From an optimization exercise on the open Yosys and OpenROAD flow, aimed at small area, a short achievable clock period and few clock cycles per item; shortcuts taken in it are not production practice.
In this exercise RTL edits were held to simulation tests only and were not proved equivalent to the original.
Power figures rest on the tool's default switching activity, not on a simulated workload.

// cubroot_add_system
module cubroot_add_system (
    input clk_i,
    input rst_i,
    input start_i,
    input [7:0] a_bi,
    input [7:0] b_bi,
    output busy_o,
    output reg [15:0] result
);
Size: about 240 cells after synthesis, roughly 16 flip-flops.
Settings: LEC_CHECK=0, CAP_MARGIN=20, CORE_AREA=2 2 60 60, CTS_BUF_LIST=sky130_fd_sc_hd__clkbuf_4, DIE_AREA=0 0 62 62, PLACE_DENSITY=0.5, SETUP_SLACK_MARGIN=2.2, SLEW_MARGIN=20; clock period 5.0 ns.
standard.sh (not shown) runs the stock make flow with config.mk's settings and CLKGATE_MAP_FILE= SYNTH_SCRIPT=/design/flow/synth_recipe.tcl, a recipe that flattens the netlist after the stock synthesis.
==> flow/flow/run.sh <==
#!/bin/bash
# The standard layout (standard.sh) with three changes:
#  - synthesis leaves full and half adders as plain logic for ABC (no adder
#    cells from ADDER_MAP_FILE),
#  - the final ABC mapping runs flow/abc.script when that file exists,
#  - every port is buffered by sky130_fd_sc_hd__buf_1.
# Each tool's output goes to the ORFS logs under orfs/logs; make's own output
# goes to standard.log here.
set -euo pipefail
here=$(pwd)
export ADDER_MAP_FILE=
export BUFFER_PORTS_ARGS="-buffer_cell sky130_fd_sc_hd__buf_1"
export FLOW_SYNTH_TCL="$here/synth_recipe.tcl"
if [[ -f "$here/flow/abc.script" ]]; then
  export MY_ABC_SCRIPT="$here/flow/abc.script"
  sed "s#SYNTH_SCRIPT=[^ ]*#SYNTH_SCRIPT=$here/flow/synth.tcl#" standard.sh > my_standard.sh
else
  cp standard.sh my_standard.sh
fi
bash my_standard.sh > standard.log 2>&1
==> flow/flow/abc.script <==
strash
dch
map -B 0.5 -G 120
topo
stime -c
==> flow/flow/synth.tcl <==
# The standard flow's synthesis script (synth_recipe.tcl, unchanged) with the final ABC
# mapping run on MY_ABC_SCRIPT instead of ORFS's abc_speed/abc_area script.
proc abc {args} {
  set i [lsearch -exact $args -script]
  if {$i >= 0} { lset args [expr {$i + 1}] $::env(MY_ABC_SCRIPT) }
  yosys abc {*}$args
}
source $::env(FLOW_SYNTH_TCL)
The baseline passed the timing, DRC and antenna checks.
Testbench counts at the start, summed over its fixed seeds: cycles 2,048, items 2,048.
==> next run, changes <==
==> flow/flow/abc.script (replaced) <==
strash
 dch
 map -B 0.5 -G 120
 topo
 stime -c
 buffer -c
 upsize -c
 dnsize -c
SETUP_SLACK_MARGIN = 2.3   (was 2.2)
Outcome: The changed run finished with timing, DRC and antenna clean. Synthesized area climbs by a little under a tenth. Power climbs slightly. Final area climbs by a few percent. Clock-buffer cell count is unchanged. Sequential share of layout area drops by 0.49 points. Combinational power is about the same. Wire length climbs by a few percent.
==> next run, changes <==
CTS_CLUSTER_DIAMETER = 200   (was not set)
CTS_CLUSTER_SIZE = 32   (was not set)
PLACE_DENSITY = not set   (was 0.5)
SETUP_SLACK_MARGIN = 2.2   (was 2.3)
The new run finished with timing, DRC and antenna clean.
Maximum frequency falls by 1.7%.
Cell area fell by 10%.
Critical path depth rose by 5.
Flip-flop and latch count stays the same.
Clock power drops by 11%.
Via count decreases by 7.7%.
Core utilization came out lower by 6.2 points.
Synthesized area stays the same.
Setup slack got worse by 0.045 ns.
Power is lower by 8.0%.
Hold slack improves by 0.10 ns.
==> next run, changes <==
ABC_AREA = 1   (was not set)
CORE_AREA = not set   (was 2 2 60 60)
CORE_MARGIN = 2   (was not set)
CORE_UTILIZATION = 60   (was not set)
CTS_CLUSTER_DIAMETER = not set   (was 200)
CTS_CLUSTER_SIZE = not set   (was 32)
DIE_AREA = not set   (was 0 0 62 62)
SETUP_SLACK_MARGIN = 2.0   (was 2.2)
removed: flow/flow/abc.script
Outcome: Worst setup slack got worse by 0.13 ns; global-route usage climbs by 6.0 points; cell area is higher by 1.4%; worst hold slack gets worse by 0.013 ns.
==> next run, changes <==
==> flow/flow/abc.script (new file) <==
strash
 dch
 map -B 0.5 -G 120
 topo
 stime -c
 buffer -c
 upsize -c
 dnsize -c
ABC_AREA = not set   (was 1)
CORE_AREA = 2 2 60 60   (was not set)
CORE_MARGIN = not set   (was 2)
CORE_UTILIZATION = not set   (was 60)
DIE_AREA = 0 0 62 62   (was not set)
SETUP_SLACK_MARGIN = 2.2   (was 2.0)
=> Cell area went down by 1.4%; utilization falls by 13 points; hold slack gains 0.013 ns; clock power goes down by 12%; synthesized area is lower by 3.8%; wire length came out lower by 6.7%; die area goes up by 20%.
==> next run, changes <==
GPL_TIMING_DRIVEN = 0   (was not set)
PLACE_DENSITY = 0.5   (was not set)
- The changed run ran to the end with no violations
- synthesized cell count stays the same
- wire length increases by 12%
- setup slack got worse by 0.051 ns
- combinational power increases by 20%
- count of clock-buffer cells in the layout does not change
- global-route usage increases by 1.7 points

---

== job 2800 ==
Starting RTL as in the previous note.
==> flow/config.mk <==
export PLATFORM = sky130hd
export DESIGN_NAME = cubroot_add_system
export DESIGN_NICKNAME = cubroot_add_system
export VERILOG_FILES = /design/flow/design.v
export SDC_FILE = /design/flow/constraint.sdc
export NUM_CORES = 4
export LEC_CHECK = 0
export CAP_MARGIN = 20
export CORE_AREA = 2 2 60 60
export CTS_BUF_LIST = sky130_fd_sc_hd__clkbuf_4
export DIE_AREA = 0 0 62 62
export SETUP_SLACK_MARGIN = 2.2
export SLEW_MARGIN = 20
==> flow/constraint.sdc <==
create_clock -name core_clock -period 5.0 [get_ports {clk_i}]
set_input_delay 1.0000 -clock core_clock [delete_from_list [all_inputs] [get_ports {clk_i}]]
set_output_delay 1.0000 -clock core_clock [all_outputs]
set_load 0.01 [all_outputs]
==> flow/flow/abc.script <==
strash
 dch
 map -B 0.5 -G 150
 topo
 stime -c
 buffer -c
 upsize -c
 dnsize -c
Scripts as last shown in full above: flow/flow/run.sh, flow/flow/synth.tcl
Testbench counts of job 2800, summed over its fixed seeds: cycles 2,048, items 2,048.
## Diff of input files: job 8383 against job 2800
- putting ABC_AREA at 1 where nothing was set
- putting TNS_END_PERCENT at 0 where nothing was set
removed: flow/flow/abc.script
--- outcome ---
Across job 2800 and job 8383, the outcome is the same: a clean finish for every run.
Launch point of the critical path: a_bi[3] -> job 2800, a_bi[2] -> job 8383
Taking job 2800 as the reference point, the footprint of the multi-input gates of job 8383 rises by about 2.3%.
Comparing global-route usage for job 2800 and job 8383, the smaller number came from job 2800.
In the flow results for job 2800 and job 8383, the cell area is smaller on job 2800.
For the weighted congestion reported at the end of routability-driven placement, job 8383 came in 3.3% higher than job 2800 did.
The lower setup slack of job 2800 and job 8383 is in job 2800.
Share of total power in combinational logic, job 2800 and job 8383: smaller value in job 8383
Relative to job 2800, global routing usage on met3 has gone up in job 8383.
sky130_fd_sc_hd__clkbuf_4 as the critical path's slowest cell was reported by job 2800, and sky130_fd_sc_hd__clkbuf_2 by job 8383.
--- input diff job 8383..job 6736 ---
- setting PLACE_DENSITY to 0.8 for the first time
- removing TNS_END_PERCENT (formerly 0)
- removing ABC_AREA (formerly 1)
==> flow/flow/abc.script (new file) <==
strash
 dch
 map -B 0.5 -G 120
 topo
 stime -c
 buffer -c
 upsize -c
 dnsize -c
Findings:
The run showing the smaller number of DRC violations after detailed-routing iteration 0 is job 6736. Diff job 8383 -> job 6736: post-layout instance area shrank by about 4%, number of logic stages on the critical path including buffering shrank by 1, number of max-cap violations held steady, average vias per placed instance grew by 0.062. Summary of job 6736 over job 8383: cell count has decreased; global-route wire length before repair has decreased; area added between synthesis and finish has decreased; post-route total power has remained practically unchanged; count of distinct cell types in the synthesized netlist has increased.
Edits applied to the flow inputs when going from job 6736 to job 3023:
- swapping 0.8 for 0.5 in PLACE_DENSITY
==> results.txt <==
- Job 3023 ran to completion and came out clean on the timing, DRC and antenna checks.
- The clock buffer and inverter area fraction after layout on job 3023 is in line with that on job 6736.
- Diff job 6736 -> job 3023 | number of standard cells in the layout, taps in and fillers out | up slightly
- Compared to job 6736, the routing of job 3023 uses more wire.

---

cubroot_add_system, a different RTL version from the one above (not shown whole).
For scale: roughly 190 cells after synthesis, about 0.0018 mm^2 of cells after synthesis.
## cubroot_add_system
module cubroot_add_system (
    input clk_i,
    input rst_i,
    input start_i,
    input [7:0] a_bi,
    input [7:0] b_bi,
    output busy_o,
    output reg [15:0] result
);
clock: 5.0 ns
lec_check: 0
cap_margin: 20
core_margin: 2
core_utilization: 40
setup_slack_margin: 1.5
slew_margin: 20
run.sh (not shown) runs the stock make flow with config.mk's settings and CLKGATE_MAP_FILE= SYNTH_SCRIPT=/design/flow/synth_recipe.tcl, a recipe that flattens the netlist after the stock synthesis.
Stock flow here: none of the scripts above is used.
The first run passed the timing, DRC and antenna checks.
Testbench counts at the start, summed over its fixed seeds: cycles 2,048, items 2,048.
Change:
==> flow/flow/run.sh (new file) <==
#!/bin/bash
# The standard layout, with every port buffered by sky130_fd_sc_hd__buf_1.
set -euo pipefail
export BUFFER_PORTS_ARGS="-buffer_cell sky130_fd_sc_hd__buf_1"
bash standard.sh > standard.log 2>&1
==> flow/standard.sh (new file) <==
#!/bin/bash
# synth_recipe.tcl (not shown) runs the flow's synth.tcl, then flattens the netlist and writes it again
# the make line also repeats each setting of config.mk as NAME=value (left out here)
make -C /OpenROAD-flow-scripts/flow DESIGN_CONFIG=/design/flow/config.mk WORK_HOME=/design/flow/orfs CLKGATE_MAP_FILE= SYNTH_SCRIPT=/design/flow/synth_recipe.tcl "${@:-finish}"
removed: flow/run.sh
What happened: The changed run finished with timing, DRC and antenna clean. Synthesized cell count is unchanged. Setup slack improved by 0.11 ns. Power shrinks by about 13%. Non-clock buffer count came out lower by 7. Global-route usage went down by 1.0 points. Via count falls by 3.2%. Combinational power shrinks by about 25%. Area after synthesis is unchanged. Worst hold slack got worse by 0.011 ns. Count of clock-buffer cells in the layout stays the same.
Change:
==> flow/run.sh (new file) <==
#!/bin/bash
# synth_recipe.tcl (not shown) runs the flow's synth.tcl, then flattens the netlist and writes it again
# the make line also repeats each setting of config.mk as NAME=value (left out here)
make -C /OpenROAD-flow-scripts/flow DESIGN_CONFIG=/design/flow/config.mk WORK_HOME=/design/flow/orfs CLKGATE_MAP_FILE= SYNTH_SCRIPT=/design/flow/synth_recipe.tcl finish
--- a/flow/config.mk
+++ b/flow/config.mk
@@ -10,3 +10,3 @@
 export CORE_UTILIZATION = 40
-export SETUP_SLACK_MARGIN = 1.5
+export SETUP_SLACK_MARGIN = 2.5
 export SLEW_MARGIN = 20
removed: flow/flow/run.sh
removed: flow/standard.sh
=> The new run passed the timing, DRC and antenna checks; fmax increases by 4.3%; worst setup slack gets better by 0.14 ns; final area increases by 36%; count of clock-buffer cells in the layout stays the same; routed wire length increases by 25%.
Change:
==> flow/flow/run.sh (new file) <==
#!/bin/bash
# The standard layout, with every port buffered by sky130_fd_sc_hd__buf_2.
set -euo pipefail
export BUFFER_PORTS_ARGS="-buffer_cell sky130_fd_sc_hd__buf_2"
bash standard.sh > standard.log 2>&1
==> flow/standard.sh (new file) <==
#!/bin/bash
# synth_recipe.tcl (not shown) runs the flow's synth.tcl, then flattens the netlist and writes it again
# the make line also repeats each setting of config.mk as NAME=value (left out here)
make -C /OpenROAD-flow-scripts/flow DESIGN_CONFIG=/design/flow/config.mk WORK_HOME=/design/flow/orfs CLKGATE_MAP_FILE= SYNTH_SCRIPT=/design/flow/synth_recipe.tcl "${@:-finish}"
--- a/flow/config.mk
+++ b/flow/config.mk
@@ -10,3 +10,3 @@
 export CORE_UTILIZATION = 40
-export SETUP_SLACK_MARGIN = 2.5
+export SETUP_SLACK_MARGIN = 1.5
 export SLEW_MARGIN = 20
removed: flow/run.sh
Outcome: The changed run finished with timing, DRC and antenna clean. Sequential cell count is unchanged. Synthesized area is unchanged. Total power drops by about a fifth. First-iteration DRC count shrinks by roughly a tenth. Cell area fell by a quarter to a third. Wire length shrinks by about a fifth.
Change:
==> flow/run.sh (new file) <==
#!/bin/bash
# synth_recipe.tcl (not shown) runs the flow's synth.tcl, then flattens the netlist and writes it again
# the make line also repeats each setting of config.mk as NAME=value (left out here)
make -C /OpenROAD-flow-scripts/flow DESIGN_CONFIG=/design/flow/config.mk WORK_HOME=/design/flow/orfs CLKGATE_MAP_FILE= SYNTH_SCRIPT=/design/flow/synth_recipe.tcl finish
--- a/flow/config.mk
+++ b/flow/config.mk
@@ -10,3 +10,2 @@
 export CORE_UTILIZATION = 40
-export SETUP_SLACK_MARGIN = 1.5
 export SLEW_MARGIN = 20
removed: flow/flow/run.sh
removed: flow/standard.sh
Outcome: Routed wire length goes up by 1.3%; count of clock-buffer cells in the layout does not change; via count goes up by about 1.5%.

==> afterwards: timing with drivers on the ports <==
No port has a modelled driver above. Below, the same layouts with a new extraction and two added sets of constraints. Step 1 sets driving cells, clkbuf_16 on the clock port and buf_2 on the other inputs (assumed; they add their load-dependent delay and slew). Step 2 moves the port delays by t, midway between the first and last clock arrival at a register: inputs arrive t later, outputs are due t later. That takes back most of the time a late clock gives input paths. a / b / c = no drivers / after step 1 / after step 2; a / b = the first two.
run	t, ns	slack for setup (ns)	hold slack, ns	worst slew at a driven data input, ns
the first run of note 1	0.292	2.414 / 2.409 / 2.117	1.083 / 1.107 / 1.399	0.04
the second run of note 1	0.298	2.449 / 2.436 / 2.138	1.067 / 1.104 / 1.402	0.06
the third run of note 1	0.281	2.404 / 2.403 / 2.121	1.166 / 1.167 / 1.448	0.03
the fourth run of note 1	0.303	2.276 / 2.274 / 1.970	1.154 / 1.157 / 1.461	0.03
the fifth run of note 1	0.281	2.404 / 2.403 / 2.121	1.166 / 1.167 / 1.448	0.03
the sixth run of note 1	0.289	2.354 / 2.350 / 2.061	1.128 / 1.131 / 1.420	0.05
job 2800	0.294	2.418 / 2.417 / 2.123	1.142 / 1.143 / 1.437	0.03
job 8383	0.304	2.421 / 2.422 / 2.117	1.150 / 1.151 / 1.455	0.03
job 6736	0.297	2.386 / 2.386 / 2.089	1.176 / 1.178 / 1.464	0.03
job 3023	0.295	2.465 / 2.466 / 2.171	1.136 / 1.139 / 1.434	0.03
the first run of note 3	0.272	1.578 / 1.583 / 1.311	1.224 / 1.220 / 1.492	0.03
the second run of note 3	0.262	1.690 / 1.691 / 1.429	1.213 / 1.212 / 1.457	0.03
the third run of note 3	0.265	1.827 / 1.817 / 1.552	1.293 / 1.327 / 1.592	0.07
the fourth run of note 3	0.266	1.663 / 1.668 / 1.402	1.227 / 1.226 / 1.428	0.03
the fifth run of note 3	0.270	1.030 / 1.034 / 0.765	1.633 / 1.629 / 1.827	0.03
After both steps setup and hold are still met in every run listed. The setup slack of the second run of note 1, which loses most, moves by -0.013 ns with the drivers and by -0.311 ns with both steps.
